Background: an optimization exercise with open tools, aiming at small area. Do not read the settings as production practice. RTL that was checked went through simulation tests only; none was proved equivalent to the original. Function not checked in run 3: the RTL went through the layout flow alone. Power figures rest on the tool's default switching activity, not on a simulated workload.

## flow/design.v (module list and top-level ports; edited modules follow where they fit)
// module mac_mult: 1092 lines
// module fa_cell: 9 lines
// module ha_cell: 8 lines
// module booth_sel: 10 lines
// module booth_sel_n: 10 lines
// module booth_sel0: 8 lines
// module FIR_filter: 71 lines
module FIR_filter #(parameter order = 10)(
	input logic clk,
	input logic reset,
	input logic x_valid,
	input logic signed [23:0] x,
	input logic [16*order - 1:0] h,
	output logic signed [39:0] y
);
  // ...
==> flow/flow/run.sh <==
#!/bin/bash
# The standard layout, with two changes to how it is made:
#  - ports are buffered with the smallest buffer (buf_1) instead of the default choice;
#  - before floorplanning, combinational cells that synthesis upsized are set back to their
#    smallest size (downsize.tcl); the flow's timing repair upsizes again where needed.
# make's full output goes to flow_make.log; each step's log is under orfs/logs/.
set -euo pipefail
here=$(pwd)
bash standard.sh \
  "BUFFER_PORTS_ARGS=-buffer_cell sky130_fd_sc_hd__buf_1" \
  "PRE_FLOORPLAN_TCL=$here/flow/downsize.tcl" \
  finish > "$here/flow_make.log" 2>&1
==> flow/flow/downsize.tcl <==
# Set every combinational cell that is not a buffer, delay or clock cell to the smallest
# size of its kind (for example a22oi_2 -> a22oi_1). Sequential cells are left alone.
set db [ord::get_db]
set n 0
foreach inst [[ord::get_db_block] getInsts] {
  set master [$inst getMaster]
  set name [$master getName]
  if { ![regexp {^sky130_fd_sc_hd__([a-z0-9]+)_([0-9]+)$} $name -> base drive] } { continue }
  if { [regexp {^(df|edf|sdf|sedf|dl|clk|buf|dly|conb|tap|fill|decap|diode|probe|lpflow)} $base] } { continue }
  set best $master
  foreach d {0 1 2} {
    set cand [$db findMaster "sky130_fd_sc_hd__${base}_$d"]
    if { $cand ne "NULL" && [$cand getWidth] < [[set best] getWidth] } { set best $cand }
  }
  if { $best ne $master } {
    replace_cell [$inst getName] [$best getName]
    incr n
  }
}
puts "downsize.tcl: resized $n instances"
==> flow/standard.sh <==
#!/bin/bash
# synth_recipe.tcl (not shown) runs the flow's synth.tcl, then flattens the netlist and writes it again
# the make line also repeats each setting of config.mk as NAME=value (left out here)
make -C /OpenROAD-flow-scripts/flow DESIGN_CONFIG=/design/flow/config.mk WORK_HOME=/design/flow/orfs CLKGATE_MAP_FILE= SYNTH_SCRIPT=/design/flow/synth_recipe.tcl "${@:-finish}"
==> flow/config.mk <==
export PLATFORM = sky130hd
export DESIGN_NAME = FIR_filter
export DESIGN_NICKNAME = FIR_filter
export VERILOG_FILES = /design/flow/design.v
export SDC_FILE = /design/flow/constraint.sdc
export NUM_CORES = 4
export LEC_CHECK = 0
export CAP_MARGIN = 0
export CORE_MARGIN = 2
export CORE_UTILIZATION = 40
export CTS_BUF_LIST = sky130_fd_sc_hd__clkbuf_8
export CTS_CLUSTER_DIAMETER = 50
export CTS_CLUSTER_SIZE = 16
export SLEW_MARGIN = 0
export SYNTH_HIERARCHICAL = 1
==> flow/constraint.sdc <==
create_clock -name core_clock -period 10.0 [get_ports {clk}]
set_input_delay 2.0000 -clock core_clock [delete_from_list [all_inputs] [get_ports {clk}]]
set_output_delay 2.0000 -clock core_clock [all_outputs]
set_load 0.01 [all_outputs]
==> key figures, run 1 <==
Status
  – Status: no timing/DRC/antenna violations

Placed design
  – Hpwl dp: about 35000 um
  – DP Area: 19280 sq um
  – IO buf count: ~230
  – Routability cong.: just over 0.9

Global routing
  – First-pass GRT wire length: approximately 73000 um
  – GR met3 Demand/Resource: 0.02866
  – Top Usage Layer GRT: met2

Synthesis
  – Net Count, Synth: roughly 1900

Timing
  – Final setup violation count: 0

Finish
  – Most common cell after layout, fill and taps aside: dfxtp_1
  – Max reg flops: approximately 220
  – Largest Register: ring
  – Seq cells: 300
  – Non-clk invs: 52
  – Nonclk buf count: 269

Floorplanning
  – Core Region: between 40000 and 50000 sq um
  – IO Pins: roughly 230

Pwr
  – Sequential cell power: between 1.5 and 2 mW
  – Sequential share of power: 0.343

Critical path
  – RR Startpoint: k[1]
  – Critical Path AT: ~9.1 ns
  – Delay-heaviest family, CP: adder cells

CTS
  – Post-CTS Setup Bufs: 0

Flow run
  – MaxCap Viol Count: 0
==> run 2, diff against run 1 <==
==> flow/flow/run.sh (replaced) <==
#!/bin/bash
# The standard layout, with three changes to how it is made:
#  - ports are buffered with the smallest buffer (buf_1) instead of the default choice;
#  - before floorplanning, combinational cells that synthesis upsized are set back to their
#    smallest size (downsize.tcl); the flow's timing repair upsizes again where needed;
#  - clock tree synthesis adds no dummy load cells.
# make's full output goes to flow_make.log; each step's log is under orfs/logs/.
set -euo pipefail
here=$(pwd)
bash standard.sh \
  "BUFFER_PORTS_ARGS=-buffer_cell sky130_fd_sc_hd__buf_1" \
  "PRE_FLOORPLAN_TCL=$here/flow/downsize.tcl" \
  "CTS_ARGS=-sink_clustering_enable -repair_clock_nets -sink_clustering_size 16 -sink_clustering_max_diameter 50 -buf_list sky130_fd_sc_hd__clkbuf_8 -dont_use_dummy_load" \
  finish > "$here/flow_make.log" 2>&1
==> run 2 against run 1 <==
Compared with the run above: critical path type unchanged; clock skew is 0.066 ns higher; design area is 1.0% lower; utilization is 0.48 points lower; combinational power hardly changed; sequential power hardly changed.
==> key figures, run 2 <==
Status
  – Status: no timing/DRC/antenna violations (unchanged)

Critical path
  – Setup slack, reg-to-reg: 1.75 ns (was 1.77 ns)
  – Reg2Reg Depth: 27 (unchanged)
  – Crit path max fanout: 25 (unchanged)
  – Critical Path Sink Type: register (unchanged)
  – Startpoint types: primary input (unchanged)
  – RR Endpoint: acc[36] (unchanged)
  – Data required, critical path: 10.44 ns (was 10.48 ns)
  – Critical Path AT: 9.06 ns (about the same)
  – Critical path class: primary input to register (unchanged)
  – RR Startpoint: k[1] (unchanged)

Global routing
  – Largest net degree at the start of global routing: 72 (unchanged)
  – First-pass GRT wire length: 73110 um (was 73140 um)
  – Initial antenna violation count: 0 (unchanged)
  – GRT Overall Usage: 0.2115 (was 0.2114)
  – Number of global-route vias before repair: 13010 (was 13040)
  – Total gr overflow: 0 (unchanged)

Finish
  – Sequential Area: 6247 sq um (unchanged)
  – Largest Register: ring (unchanged)
  – Multi-input logic area: 10930 sq um (unchanged)
  – Largest regs: ring (216), acc (40), hold (24) (unchanged)
  – Most frequent cells in the layout: dfxtp_1 (275), a22oi_1 (236), buf_1 (225) (unchanged)
  – Proportion of layout cells with a drive suffix above 1: 0.09048 (was 0.09629)
  – Layout net count: 2156 (unchanged)
  – Fillers: 4086 (was 4059)
  – Fin cells: 2288 (was 2310)
  – Max reg flops: 216 (unchanged)
  – Most common cell after layout, fill and taps aside: dfxtp_1 (unchanged)

Timing
  – Final worst slack: 1.377 ns (was 1.422 ns)
  – RSZ-0062 raised after global routing: false (unchanged)
  – Final hold violations: 0 (unchanged)
  – Headroom to the max-slew limit: 0.1186 (was 0.1089)
  – Clock skew: 0.1153 ns (was 0.04885 ns)
  – Final slew viol count: 0 (unchanged)
  – Fmax: 116.0 MHz (was 116.6 MHz)
  – Final Cycle Share: 0.8623 (was 0.8578)
  – Fin crit period: 8.623 ns (was 8.578 ns)
  – Worst-Margin Slew: 1.313 ns (was 1.328 ns)
  – Final setup violation count: 0 (unchanged)

Floorplanning
  – IO Pins: 227 (unchanged)
  – DIE HEIGHT: 212.6 um (unchanged)
  – Core Region: 42980 sq um (unchanged)
  – Initial Utilization: 0.4051 (unchanged)
  – Row count: 76 (unchanged)
  – Die X: 212.6 um (unchanged)
  – Die area: 45220 sq um (unchanged)

Detailed routing
  – DR iter-0 viols: 893 (was 903)
  – Detailed Route WL: 46850 um (was 46870 um)
  – DR pass1 iterations: 8 (was 6)
  – Routed Antenna Nets: 0 (unchanged)
  – Routed via count: 12340 (was 12390)
  – Routed len/inst: 20.47 um (was 20.29 um)
  – Drt drc: 0 (unchanged)
  – Vias per inst: 5.392 (was 5.364)

Placed design
  – Hpwl dp: 35460 um (unchanged)
  – IO buf count: 226 (unchanged)
  – Pre-CTS setup slack: 0.8264 ns (unchanged)
  – Inst Count DP: 2259 (unchanged)
  – Routability cong.: 0.9109 (unchanged)

Min path
  – WHS Path Cells: 0 (unchanged)
  – Worst Hold Class: register to register (unchanged)
  – Worst Hold Launch: ring[2][21] (unchanged)
  – Endpoint, Worst Hold: ring[3][21] (unchanged)

Flow run
  – MaxCap Viol Count: 0 (unchanged)

Synthesis
  – Yosys Warn Count: 8 (unchanged)
  – Post-Syn Instances: 1438 (unchanged)
  – Net Count, Synth: 1890 (unchanged)

Pwr
  – PD cells: 226.7 nW/um^2 (was 230.8 nW/um^2)
  – Pleak: 7.725 nW (was 7.854 nW)
  – Maximum vdd drop: 0.1231 mV (was 0.1215 mV)

CTS
  – CTS tree: built (unchanged)
  – Clock Path Buffers: 3 (unchanged)
  – Post-CTS sizing: 0 (unchanged)
  – Clk slew on worst S/H paths: 0.09 ns (was 0.10 ns)
  – Htree depth: 1 (unchanged)
  – Clock Sink Count: 300 (unchanged)
  – Post-CTS Setup Bufs: 0 (unchanged)
  – Cts bufs inserted: 28 (unchanged)
  – Clk latency of the worst-skew pair: 0.63 ns (was 0.64 ns)
  – Root Driver: clkbuf_8 (unchanged)
  – Cts hold-fix bufs: 0 (unchanged)
[run 2: cell count changes in the layout (fill, tap and decap cells not counted)]
| cell | before | now |
|---|---|---|
| inv_12 | 1 | 0 |
| inv_1 | 62 | 52 |
| clkinv_8 | 6 | 0 |
| clkbuf_8 | 30 | 28 |
| clkinv_4 | 2 | 0 |
| inv_6 | 1 | 0 |
[run 2: per-stage QoR]
| stage | power, mW | util | TNS [ns] | hold WS (ns) | cell area, sq um |
|---|---|---|---|---|---|
| floorplan | 3.317 | - | -3.705 | 0.3096 | 17460 |
| global placement | 3.840 | 0.4486 | 0 | 0.3105 | 19280 |
| detailed placement | 3.892 | 0.4486 | 0 | 0.3121 | 19280 |
| CTS | 4.527 | 0.4576 | 0 | 0.2978 | 19670 |
| global route | 4.921 | 0.4576 | 0 | 0.3078 | 19670 |
| finish | 4.459 | 0.4577 | 0 | 0.2921 | 19670 |
[run 2: power by group]
group	switching, mW	internal, mW	total [mW]
logic	1.24	1.03	2.27
clock network	0.366	0.247	0.613
registers	0.125	1.45	1.58
total	1.73	2.73	4.46
[run 2: worst max path at each step]
| stage | startpoint | to | cells after the start |
|---|---|---|---|
| final | h[32] | acc[36] | 27 |
| after global routing | h[128] | acc[36] | 25 |
| after CTS | h[32] | acc[36] | 27 |
| after global placement | h[128] | acc[26] | 25 |
| after floorplan | h[1] | acc[26] | 22 |
| after detailed placement | h[32] | acc[38] | 27 |
[run 2: worst max-delay path, stage by stage]
cell	delay [ns]
buf_1	0.09
mux2i_1	0.13
nor4_1	0.06
a21oi_1	0.13
nand3_1	0.10
a221o_1	0.39
buf_4	0.26
a22oi_1	0.23
xnor2_1	0.15
ha_1	0.26
fa_1	0.43
fa_1	0.41
fa_1	0.41
fa_2	0.38
fa_2	0.39
fa_2	0.39
fa_2	0.41
fa_2	0.40
a211oi_2	0.26
o21ai_2	0.15
o2111ai_2	0.45
a21oi_1	0.17
o21ai_1	0.22
nand2b_1	0.10
fa_1	0.38
xor2_1	0.17
nor2b_1	0.13
[run 2: layer usage]
metal,track usage,vias up,wire [um]
met5,0,-,0
met4,0.05522,0,1198
met3,0.02866,68,2598
met2,0.3675,428,23050
met1,0.2775,6189,20000
li1,-,5652,-
[run 2: area by class of cell]
type,instances,area share
Multi-Input combinational cell,1053,0.5558
Sequential cell,300,0.3176
Tap cell,585,0.03721
Antenna cell,1,0.0001272
Inverter,52,0.009922
Clock buffer,28,0.01959
Timing Repair Buffer,269,0.05973
==> module FIR_filter, before the edit <==
module FIR_filter #(parameter order = 10)(
	input logic clk,
	input logic reset,
	input logic x_valid,
	input logic signed [23:0] x,
	input logic [16*order - 1:0] h,
	output logic signed [39:0] y
);
	localparam int R = order - 1;		 
	logic [23:0] ring [0:R - 1];		 
	logic [23:0] hold;			 
	logic [3:0] age;			 
	logic pend;				 
	logic ins;				 
	logic last;				 
	logic [3:0] left;			 
	logic [3:0] nvalid;			 
	logic [3:0] k;				 
	logic use_k;				 
	logic [39:0] acc;
	wire [23:0] tail = ring[R - 1];
	wire [23:0] smp = last ? hold : tail;
	logic [3:0] age_n, left_n, nvalid_n, k_n;
	logic pend_n, use_n;
	always_comb begin
		if (reset) begin
			pend_n = 1'b0;
			left_n = '0;
			nvalid_n = '0;
			age_n = R - 1;
		end else if (x_valid) begin
			pend_n = 1'b1;
			left_n = order;
			nvalid_n = (nvalid == order) ? nvalid : nvalid + 4'd1;
			age_n = (age == 0) ? R : age;
		end else begin
			pend_n = pend & ~ins;
			left_n = (left != 0) ? left - 4'd1 : left;
			nvalid_n = nvalid;
			if (pend && !ins)
				age_n = (age == 1) ? R : age - 4'd1;	 
			else
				age_n = (age == 0) ? R - 1 : age - 4'd1;	 
		end
		k_n = (left_n == 1) ? 4'd0 : age_n;
		use_n = (left_n != 0) && (k_n < nvalid_n);
	end
	logic [15:0] tap;
	always_comb begin
		tap = '0;
		for (int j = 0; j < order; j++)
			if (use_k && k == j) tap = tap | h[16*j +: 16];
	end
	logic [39:0] sum;
	mac_mult u_mult (.a(tap), .b(smp), .acc(acc), .p(sum));
	always_ff @(posedge clk) begin
		ring[0] <= ins ? hold : tail;
		for (int i = 1; i < R; i++) ring[i] <= ring[i - 1];
		if (x_valid) hold <= x;
		acc <= x_valid ? 40'd0 : sum;
		k <= k_n;
		use_k <= use_n;
		pend <= pend_n;
		ins <= pend_n && age_n == R;
		last <= left_n == 1;
		left <= left_n;
		nvalid <= nvalid_n;
		age <= age_n;
	end
	assign y = acc;
endmodule
==> run 3, diff against run 2 <==
--- a/flow/design.v
+++ b/flow/design.v
@@ -1155,13 +1155,11 @@
 	logic last;				 
 	logic [3:0] left;			 
 	logic [3:0] nvalid;			 
-	logic [3:0] k;				 
-	logic use_k;				 
 	logic [39:0] acc;
 	wire [23:0] tail = ring[R - 1];
 	wire [23:0] smp = last ? hold : tail;
-	logic [3:0] age_n, left_n, nvalid_n, k_n;
-	logic pend_n, use_n;
+	logic [3:0] age_n, left_n, nvalid_n;
+	logic pend_n;
 	always_comb begin
 		if (reset) begin
 			pend_n = 1'b0;
@@ -1182,9 +1180,9 @@
 			else
 				age_n = (age == 0) ? R - 1 : age - 4'd1;	 
 		end
-		k_n = (left_n == 1) ? 4'd0 : age_n;
-		use_n = (left_n != 0) && (k_n < nvalid_n);
 	end
+	wire [3:0] k = last ? 4'd0 : age;
+	wire use_k = (left != 0) && (k < nvalid);
 	logic [15:0] tap;
 	always_comb begin
 		tap = '0;
@@ -1198,8 +1196,6 @@
 		for (int i = 1; i < R; i++) ring[i] <= ring[i - 1];
 		if (x_valid) hold <= x;
 		acc <= x_valid ? 40'd0 : sum;
-		k <= k_n;
-		use_k <= use_n;
 		pend <= pend_n;
 		ins <= pend_n && age_n == R;
 		last <= left_n == 1;
==> run 3 against run 2 <==
Compared with the run above: still clean; first-iteration DRC count increased by 9.9%; design area increased by 2.5%; largest power group unchanged; worst hold slack improved by 0.0053 ns; final cell count increased by 4.2%; clock skew decreased by 0.052 ns; non-clock buffer count increased by 8; utilization decreased by 0.063 points.
==> key figures, run 3 <==
CTS
  – Post-CTS Setup Bufs: 0 (unchanged)
  – Post-CTS sizing: 0 (unchanged)
  – Clk latency of the worst-skew pair: 0.64 ns (was 0.63 ns)
  – Cts hold-fix bufs: 0 (unchanged)
  – Htree depth: 1 (unchanged)
  – CTS tree: built (unchanged)
  – Clock Sink Count: 295 (was 300)
  – Root Driver: clkbuf_8 (unchanged)
  – Cts bufs inserted: 31 (was 28)
  – Clock Path Buffers: 3 (unchanged)
  – Clk slew on worst S/H paths: 0.09 ns (about the same)

Placed design
  – Inst Count DP: 2352 (was 2259)
  – Pre-CTS setup slack: 0.9826 ns (was 0.8264 ns)
  – Routability cong.: 0.9366 (was 0.9109)
  – IO buf count: 226 (unchanged)
  – Hpwl dp: 38800 um (was 35460 um)

Floorplanning
  – Core Region: 44120 sq um (was 42980 sq um)
  – IO Pins: 227 (unchanged)
  – Row count: 77 (was 76)
  – Die X: 215.4 um (was 212.6 um)
  – Die area: 46410 sq um (was 45220 sq um)
  – DIE HEIGHT: 215.4 um (was 212.6 um)
  – Initial Utilization: 0.4053 (was 0.4051)

Min path
  – WHS Path Cells: 0 (unchanged)
  – Endpoint, Worst Hold: ring[5][17] (was ring[3][21])
  – Worst Hold Class: register to register (unchanged)
  – Worst Hold Launch: ring[4][17] (was ring[2][21])

Global routing
  – First-pass GRT wire length: 80450 um (was 73110 um)
  – Total gr overflow: 0 (unchanged)
  – Number of global-route vias before repair: 13480 (was 13010)
  – Largest net degree at the start of global routing: 59 (was 72)
  – GRT Overall Usage: 0.2229 (was 0.2115)
  – Initial antenna violation count: 2 (was 0)

Timing
  – Final slew viol count: 0 (unchanged)
  – Final setup violation count: 0 (unchanged)
  – Fin crit period: 8.856 ns (was 8.623 ns)
  – Clock skew: 0.06325 ns (was 0.1153 ns)
  – Final worst slack: 1.144 ns (was 1.377 ns)
  – Setup TNS: 0 ns (unchanged)
  – Fmax: 112.9 MHz (was 116.0 MHz)
  – Final Cycle Share: 0.8856 (was 0.8623)
  – Headroom to the max-slew limit: 0.1931 (was 0.1186)
  – Final hold violations: 0 (unchanged)
  – RSZ-0062 raised after global routing: false (unchanged)
  – Worst-Margin Slew: 1.210 ns (was 1.313 ns)

Status
  – Status: no timing/DRC/antenna violations (unchanged)

Synthesis
  – Net Count, Synth: 1976 (was 1890)
  – Yosys Warn Count: 8 (unchanged)
  – Post-Syn Instances: 1525 (was 1438)

Critical path
  – Delay-heaviest family, CP: adder cells (unchanged)
  – Setup slack, reg-to-reg: 1.14 ns (was 1.75 ns)
  – Critical Path AT: 9.32 ns (was 9.06 ns)
  – RR Endpoint: acc[30] (was acc[36])
  – Crit path max fanout: 29 (was 25)
  – Data required, critical path: 10.47 ns (was 10.44 ns)
  – Worst Setup SP: age[3] (was h[32])
  – RR Startpoint: age[3] (was k[1])
  – Startpoint types: register (was primary input)
  – Slowest-stage cell, CP: or4b_1 (was o2111ai_2)
  – Critical Path Sink Type: register (unchanged)
  – Critical path buffer and inverter count: 2 (unchanged)
  – Reg2Reg Depth: 29 (was 27)
  – Most frequent CP cell: fa_2 (unchanged)
  – Worst path max stage delay: 0.60 ns (was 0.45 ns)
  – Critical path class: register to register (was primary input to register)

Detailed routing
  – Drt drc: 0 (unchanged)
  – Routed via count: 13100 (was 12340)
  – DR iter-0 viols: 981 (was 893)
  – DR pass1 iterations: 7 (was 8)
  – Vias per inst: 5.491 (was 5.392)
  – Routed Antenna Nets: 0 (unchanged)
  – Detailed Route WL: 51530 um (was 46850 um)
  – Routed len/inst: 21.61 um (was 20.47 um)

Pwr
  – Pleak: 7.845 nW (was 7.725 nW)
  – Overall Power: 5.464 mW (was 4.459 mW)
  – Maximum vdd drop: 0.1785 mV (was 0.1231 mV)
  – PD cells: 271.0 nW/um^2 (was 226.7 nW/um^2)

Finish
  – Layout net count: 2244 (was 2156)
  – Max reg flops: 216 (unchanged)
  – Fin cells: 2385 (was 2288)
  – Proportion of layout cells with a drive suffix above 1: 0.08934 (was 0.09048)
  – Most frequent cells in the layout: dfxtp_1 (269), buf_1 (225), a22oi_1 (204) (was dfxtp_1 (275), a22oi_1 (236), buf_1 (225))
  – Most common cell after layout, fill and taps aside: dfxtp_1 (unchanged)
  – Largest regs: ring (216), acc (40), hold (24) (unchanged)
  – Largest Register: ring (unchanged)

Flow run
  – MaxCap Viol Count: 0 (unchanged)
-- run 3: per-stage QoR --
| stage | hold WS (ns) | area, sq um | utilization |
|---|---|---|---|
| after global routing | 0.3027 | 20170 | 0.4570 |
| after global placement | 0.3101 | 19740 | 0.4473 |
| after floorplan | 0.3096 | 17910 | - |
| final | 0.2974 | 20170 | 0.4570 |
| after CTS | 0.3011 | 20160 | 0.4569 |
| after detailed placement | 0.3121 | 19740 | 0.4473 |
-- run 3: routing by layer --
layer  wire length (um)  global-route usage
met5                  0                   0
met4               1090             0.05356
met1              22820              0.3107
met2              24190              0.3610
met3               3434             0.03975
-- run 3: final cells by class --
| cell class | count | area, sq um |
|---|---|---|
| Multi-Input combinational cell | 1135 | 11410 |
| Clock buffer | 31 | 426.7 |
| Sequential cell | 295 | 6148 |
| Timing Repair Buffer | 277 | 1235 |
| Tap cell | 592 | 740.7 |
| Fill cell | 4300 | 23960 |
| Inverter | 53 | 198.9 |
| Antenna cell | 2 | 5.005 |
-- run 3: power breakdown --
part	switching [mW]	internal, mW	leakage [nW]
Clock	0.373	0.271	0.223
Sequential	0.110	1.43	2.47
Combinational	1.79	1.48	5.15
-- run 3: how the worst max path moves through the flow --
stage,cells after the start,to,slack [ns]
finish,29,acc[30],1.14
CTS,29,acc[30],1.14
global placement,26,acc[30],1.08
global route,29,acc[30],0.66
floorplan,23,acc[26],-0.36
detailed placement,26,acc[30],0.98

afterwards: timing with drivers on the ports:
No port has a modelled driver above. Below, the same layouts with a new extraction and two added sets of constraints. Step 1: set_driving_cell puts a clkbuf_16 on clk and a buf_2 on each other input, an assumption about the parent block. Step 2 also shifts input and output timing later by t, the mid clock arrival at the registers, as if the neighbouring blocks saw the same clock. Three values: no drivers, after step 1, after step 2; two values: the first two.
| run | shift t [ns] | setup slack, ns | latest minus earliest clock arrival (ns) | slew at the worst register clock pin (ns) |
|---|---|---|---|---|
| run 1 | 0.669 | 1.422 / 1.452 / 0.782 | 0.049 / 0.049 | 0.10 / 0.10 |
| run 2 | 0.628 | 1.377 / 1.407 / 0.779 | 0.116 / 0.116 | 0.09 / 0.09 |
| run 3 | 0.660 | 1.144 / 1.144 / 0.988 | 0.064 / 0.064 | 0.09 / 0.09 |
After both steps setup and hold are still met in every run listed. The setup slack of run 1, which loses most, moves by +0.030 ns with the drivers and by -0.640 ns with both steps.
